This is an optimization exercise on Yosys and OpenROAD, whose aim is small area, not a production implementation. The RTL was checked by simulation tests, not by an equivalence proof against the original design. No activity file was given, so power comes from the tool's default toggle rates.

==> flow/design.v <==
`timescale 1ns / 1ps
module clk_divider(
	input clk_in,
	input rst_n,
	output tick
    );
reg [5:0] q;
assign tick = (q[5:1] == 5'b01101);
wire fb = ~(q[5] ^ q[4]);
always @(posedge clk_in or negedge rst_n)
begin
	if (!rst_n)
		q <= 6'd57;
	else
		q <= {q[4], q[3] ^ tick, q[2:0], fb};
end
endmodule
`timescale 1ns / 1ps
module debouncer(
	input 		clk,
	input 		en,
	input 		rst_n,
	input 		noisy_in,
	output 		rise
    );
reg s0;
assign rise = noisy_in & ~s0;
always @(posedge clk or negedge rst_n)
begin
	if (!rst_n)
		s0 <= 1'b0;
	else if (en)
		s0 <= noisy_in;
end
endmodule
`timescale 1ns / 1ps
module elevator(
	input clk, rst,
	input tick,
	input [4:0] rise,         
	input direction_1, direction_2, direction_3,
	input [4:0] fd,           
	output reg [4:0] Lig_All,
	output reg [4:0] Elev_Put,
	output reg led_busy,
	output [4:0] disp         
);
reg [2:0] hall0, hall1, hall;
always @(posedge clk or negedge rst)
begin
	if (!rst) begin
		hall0 <= 3'd7;
		hall1 <= 3'd7;
		hall <= 3'd7;
	end
	else if (tick) begin
		hall0 <= rise[0] ? 3'd0 : rise[1] ? 3'd1 : rise[2] ? 3'd2 :
		         rise[3] ? 3'd3 : rise[4] ? 3'd4 : 3'd7;
		hall1 <= hall0;
		hall <= hall1;
	end
end
reg [7:0] Say;            
reg [2:0] pressed;        
reg way_want;
reg [2:0] inner;          
reg [4:0] Layer;
reg PosLoc, Current_way;
reg [2:0] regression;
reg [2:0] FinishPart;     
reg [1:0] DirMe;          
function lt3;
	input [2:0] a, b;
	lt3 = ~a[2] & (b[2] | (~a[1] & b[1]) | ((~a[1] | b[1]) & ~a[0] & b[0]));
endfunction
function [4:0] dec5;
	input [2:0] a;
	dec5 = {a[2], ~a[2] & (a[1:0] == 2'd3), ~a[2] & (a[1:0] == 2'd2),
	        ~a[2] & (a[1:0] == 2'd1), ~a[2] & (a[1:0] == 2'd0)};
endfunction
wire step = tick & (&Say);
wire step_d = tick & ~|Say[7:3] & ~Say[0];
wire [4:0] car = fd & ~Layer;
wire pv = ~(pressed[2] & pressed[1]) && (pressed != regression);
wire iv = ~(inner[2] & inner[1]) && (inner != regression);
wire [1:0] dir_stop = regression[1:0] | {2{regression[2]}};
wire qv = pv | iv;
wire [2:0] q = pv ? pressed : inner;
wire q_way_ok = !pv || (way_want == Current_way);
wire in_r0 = (regression == 3'd0);
wire arrive = !PosLoc && FinishPart == regression;
wire dstop = !PosLoc && DirMe == dir_stop;
wire q_mid = q_way_ok && (Current_way ? (lt3(q, regression) && lt3(FinishPart, q))
                                      : (lt3(regression, q) && lt3(q, FinishPart)));
wire start = qv && (in_r0 || PosLoc);
wire take = start || (qv && !in_r0 && !arrive && !dstop && q_mid);
assign disp = {PosLoc, Current_way, regression};
always @(posedge clk)
begin
	if (!rst) begin
		led_busy <= 1'b0;
		Lig_All <= 5'd0;
		Elev_Put <= 5'd0;
		inner <= 3'd7;
		PosLoc <= 1'b1;
		regression <= 3'd0;
		Say <= 8'd6;
		pressed <= 3'd7;
		Layer <= 5'd0;
	end
	else if (tick) begin
		Layer <= fd;
		Say <= step ? 8'd6 : Say + 8'd1;
		if (~(hall[2] & hall[1]) && !step) begin
			pressed <= hall;
			way_want <= hall[1] ? (hall[0] ? direction_3 : direction_2) : direction_1;
		end
		else if (step_d)
			pressed <= 3'd7;
		if (car[0] && !step)      inner <= 3'd0;
		else if (car[1] && !step) inner <= 3'd1;
		else if (car[2] && !step) inner <= 3'd2;
		else if (car[3] && !step) inner <= 3'd3;
		else if (car[4] && !step) inner <= 3'd4;
		else if (step_d)          inner <= 3'd7;
		if (step) begin
			if (in_r0 ? !qv : (arrive || dstop)) begin
				Elev_Put <= Elev_Put & ~dec5(regression);
				Lig_All <= Lig_All & ~dec5(regression);
			end
			else if (take) begin
				if (pv)
					Elev_Put <= Elev_Put | dec5(q);
				else
					Lig_All <= Lig_All | dec5(q);
			end
			led_busy <= in_r0 ? (qv ? led_busy : ~PosLoc) : (arrive || dstop);
		end
		if (step_d) begin
			if (in_r0) begin
				if (qv)
					regression <= 3'd1;
				PosLoc <= !qv;
			end
			else if (arrive)
				PosLoc <= 1'b1;
			else if (dstop)
				DirMe <= 2'd0;
			else if (!PosLoc)
				regression <= (Current_way || regression[2]) ? regression - 3'd1 : regression + 3'd1;
			if (start) begin
				FinishPart <= q;
				PosLoc <= 1'b0;
				DirMe <= 2'd0;
				Current_way <= !lt3(regression, q);
			end
			else if (take)
				DirMe <= q[1:0];
		end
	end
end
endmodule
`timescale 1ns / 1ps
module ssd(
	input clk,
	input rst,                  
	input [4:0] disp,           
	output a_out, b_out, c_out, d_out, e_out, f_out, g_out,
	output p_out,
	output [7:0] an
);
reg [16:0] cnt;
reg on;                         
reg [2:0] dig;                  
localparam [16:0] TERM = 17'd85105;
localparam [16:0] TMASK = ~17'h04004;
wire adv = ((cnt ^ TERM) & TMASK) == 17'd0;
wire fb = ~(cnt[16] ^ cnt[13]);
wire on_n = rst & (on | adv);
wire [2:0] dig_n = !rst ? 3'd0 : (adv & on) ? dig + 3'd1 : dig;
always @(posedge clk)
begin
	if (!rst)
		cnt <= 17'd117873;
	else
		cnt <= {cnt[15] ^ adv, cnt[14:0], fb};
	on <= on_n;
	dig <= dig_n;
end
assign an = ~({7'd0, on} << dig);
assign p_out = 1'b1;
reg [4:0] disp_d;
always @(posedge clk)
	disp_d <= disp;
reg [6:0] seg;
always @(*)
begin
	case (dig)
	3'd0: if (!on)
		seg = 7'b1111111;
	      else case (disp_d[2:0])
		3'd0: seg = 7'b0000001;
		3'd1: seg = 7'b1001111;
		3'd2: seg = 7'b0010010;
		3'd3: seg = 7'b0000110;
		default: seg = 7'b1101100;
		endcase
	3'd1: seg = 7'b1111110;
	3'd2: seg = 7'b1110001;
	3'd3: seg = 7'b0111000;
	3'd4: seg = disp_d[4] ? 7'b1000010 : disp_d[3] ? 7'b0000001 : 7'b0011000;
	3'd5: seg = disp_d[4] ? 7'b1001111 : disp_d[3] ? 7'b1000010 : 7'b1000001;
	default: seg = 7'b1111110;
	endcase
end
assign {a_out, b_out, c_out, d_out, e_out, f_out, g_out} = seg;
endmodule
`timescale 1ns / 1ps
module top_module(
    input clk,
    rst,
    floor_0_p,
    floor_1_p,
    floor_2_p,
    floor_3_p,
    floor_4_p,
    direction_1,
    direction_2,
    direction_3,
    floor_0_d,
    floor_1_d,
    floor_2_d,
    floor_3_d,
    floor_4_d,
    output led_inside_0,
    led_inside_1,
    led_inside_2,
    led_inside_3,
    led_inside_4,
    led_outside_0,
    led_outside_1,
    led_outside_2,
    led_outside_3,
    led_outside_4,
    led_busy,
    a_out,b_out,c_out,d_out,e_out,f_out,g_out,p_out,
    output [7:0]an
);
    wire tick;
    wire [4:0] rise;
    wire [4:0] disp;
    clk_divider divider(.clk_in(clk), .rst_n(rst), .tick(tick));
    debouncer pb0(.clk(clk), .en(tick), .rst_n(rst), .noisy_in(floor_0_p), .rise(rise[0]));
    debouncer pb1(.clk(clk), .en(tick), .rst_n(rst), .noisy_in(floor_1_p), .rise(rise[1]));
    debouncer pb2(.clk(clk), .en(tick), .rst_n(rst), .noisy_in(floor_2_p), .rise(rise[2]));
    debouncer pb3(.clk(clk), .en(tick), .rst_n(rst), .noisy_in(floor_3_p), .rise(rise[3]));
    debouncer pb4(.clk(clk), .en(tick), .rst_n(rst), .noisy_in(floor_4_p), .rise(rise[4]));
    elevator elev(
        .clk(clk), .rst(rst), .tick(tick), .rise(rise),
        .direction_1(direction_1), .direction_2(direction_2), .direction_3(direction_3),
        .fd({floor_4_d, floor_3_d, floor_2_d, floor_1_d, floor_0_d}),
        .Lig_All({led_inside_4, led_inside_3, led_inside_2, led_inside_1, led_inside_0}),
        .Elev_Put({led_outside_4, led_outside_3, led_outside_2, led_outside_1, led_outside_0}),
        .led_busy(led_busy),
        .disp(disp));
    ssd seven_segment_display(
        .clk(clk), .rst(rst), .disp(disp),
        .a_out(a_out), .b_out(b_out), .c_out(c_out), .d_out(d_out),
        .e_out(e_out), .f_out(f_out), .g_out(g_out), .p_out(p_out),
        .an(an));
endmodule
export LEC_CHECK = 0
export CAP_MARGIN = 20
export CORE_MARGIN = 2
export CORE_UTILIZATION = 40
export CTS_BUF_LIST = sky130_fd_sc_hd__clkbuf_8
export PLACE_DENSITY = 0.6
export SLEW_MARGIN = 20
create_clock -name core_clock -period 10.0 [get_ports {clk}]
standard.sh (not shown) runs the stock make flow with config.mk's settings and CLKGATE_MAP_FILE= SYNTH_SCRIPT=/design/flow/synth_recipe.tcl, a recipe that flattens the netlist after the stock synthesis.
==> flow/flow/run.sh <==
#!/bin/bash
# The standard layout (standard.sh) with these changes:
#  - ABC maps the logic with an area-oriented script (&deepsyn, then dch and
#    amap), tried with a few random seeds; the smallest result is kept.
#    Everything else in synthesis, the flip-flop mapping included, is the
#    standard synthesis (synth_recipe.tcl), so the registers are the same.
#    Yosys's full/half-adder extraction is skipped (ADDER_MAP_FILE empty), so
#    ABC sees the adders' logic as plain gates.
#  - the port buffers are made from the smallest buffer cell.
#  - clock tree synthesis adds no dummy loads.
set -euo pipefail
W=$PWD
mkdir -p "$W/abc"
cat > "$W/synth_area.tcl" <<EOF
proc abc {args} {
  set i [lsearch \$args -script]
  set lib [lindex \$args [expr {[lsearch \$args -liberty] + 1}]]
  yosys design -save pre_abc
  set best ""
  foreach seed {7 11 2 3 5 13} {
    yosys design -load pre_abc
    set f $W/abc/seed\$seed.script
    set fh [open \$f w]
    puts \$fh "strash\n&get -n\n&deepsyn -T 20 -S \$seed\n&put\ndch -f\namap\ntopo"
    close \$fh
    lset args [expr {\$i + 1}] \$f
    yosys abc {*}\$args
    yosys tee -q -o $W/abc/stat\$seed.txt stat -liberty \$lib
    set fh [open $W/abc/stat\$seed.txt r]; set txt [read \$fh]; close \$fh
    regexp {Chip area for module [^:]*: ([0-9.]+)} \$txt -> a
    puts "abc seed \$seed: area \$a"
    if {\$best eq "" || \$a < \$best} { set best \$a; yosys design -save best_abc }
  }
  yosys design -load best_abc
}
source $W/synth_recipe.tcl
EOF
export BUFFER_PORTS_ARGS="-buffer_cell sky130_fd_sc_hd__buf_1"
export CTS_ARGS="-sink_clustering_enable -repair_clock_nets -buf_list sky130_fd_sc_hd__clkbuf_8 -dont_use_dummy_load"
bash standard.sh SYNTH_SCRIPT="$W/synth_area.tcl" ADDER_MAP_FILE= finish > standard.log 2>&1
Edit:
--- a/flow/design.v
+++ b/flow/design.v
@@ -79,7 +79,7 @@
 	        ~a[2] & (a[1:0] == 2'd1), ~a[2] & (a[1:0] == 2'd0)};
 endfunction
 wire step = tick & (&Say);
-wire step_d = tick & ~|Say[7:3] & ~Say[0];
+wire step_d = tick & (Say == 8'd6);    
 wire [4:0] car = fd & ~Layer;
 wire pv = ~(pressed[2] & pressed[1]) && (pressed != regression);
 wire iv = ~(inner[2] & inner[1]) && (inner != regression);
@@ -187,7 +187,7 @@
 	on <= on_n;
 	dig <= dig_n;
 end
-assign an = ~({7'd0, on} << dig);
+assign an = on ? ~(8'd1 << dig) : 8'hFF;
 assign p_out = 1'b1;
 reg [4:0] disp_d;
 always @(posedge clk)
@@ -196,9 +196,7 @@
 always @(*)
 begin
 	case (dig)
-	3'd0: if (!on)
-		seg = 7'b1111111;
-	      else case (disp_d[2:0])
+	3'd0: case (disp_d[2:0])
 		3'd0: seg = 7'b0000001;
 		3'd1: seg = 7'b1001111;
 		3'd2: seg = 7'b0010010;
@@ -213,7 +211,7 @@
 	default: seg = 7'b1111110;
 	endcase
 end
-assign {a_out, b_out, c_out, d_out, e_out, f_out, g_out} = seg;
+assign {a_out, b_out, c_out, d_out, e_out, f_out, g_out} = on ? seg : 7'b1111111;
 endmodule
 `timescale 1ns / 1ps
 module top_module(
What happened: Via count went up by about 4%. Worst setup slack gets worse by 0.16 ns. Maximum frequency went down by 3.4%. Register-to-register slack gets worse by 0.16 ns. Count of clock-buffer cells in the layout stays the same. Die area went up by about 1.5%. Cell area went up by 1.4%. Synthesized cell count went up by about 5.4%. Combinational power went up by 86%. Sequential power went up by about 1%. Wire length went up by about 1.2%.

==> static timing again, ports no longer ideal <==
The results above use ideal ports. As a check the final layouts listed here were re-extracted and re-timed, cells and wires unchanged. Step 1 assumes that a clkbuf_16 drives the clock port and a buf_2 every other input. Step 2 moves the port delays by t, midway between the first and last clock arrival at a register: inputs arrive t later, outputs are due t later. That takes back most of the time a late clock gives input paths. Slacks: no drivers / after step 1 / after step 2; pairs: no drivers / after step 1.
| run | shift t [ns] | setup slack, ns | worst data-port slew with drivers (ns) |
|---|---|---|---|
| the first run | 0.365 | 5.458 / 5.458 / 5.458 | 0.03 |
| the second run | 0.368 | 5.298 / 5.298 / 5.298 | 0.03 |
After both steps setup and hold are still met in every run listed.
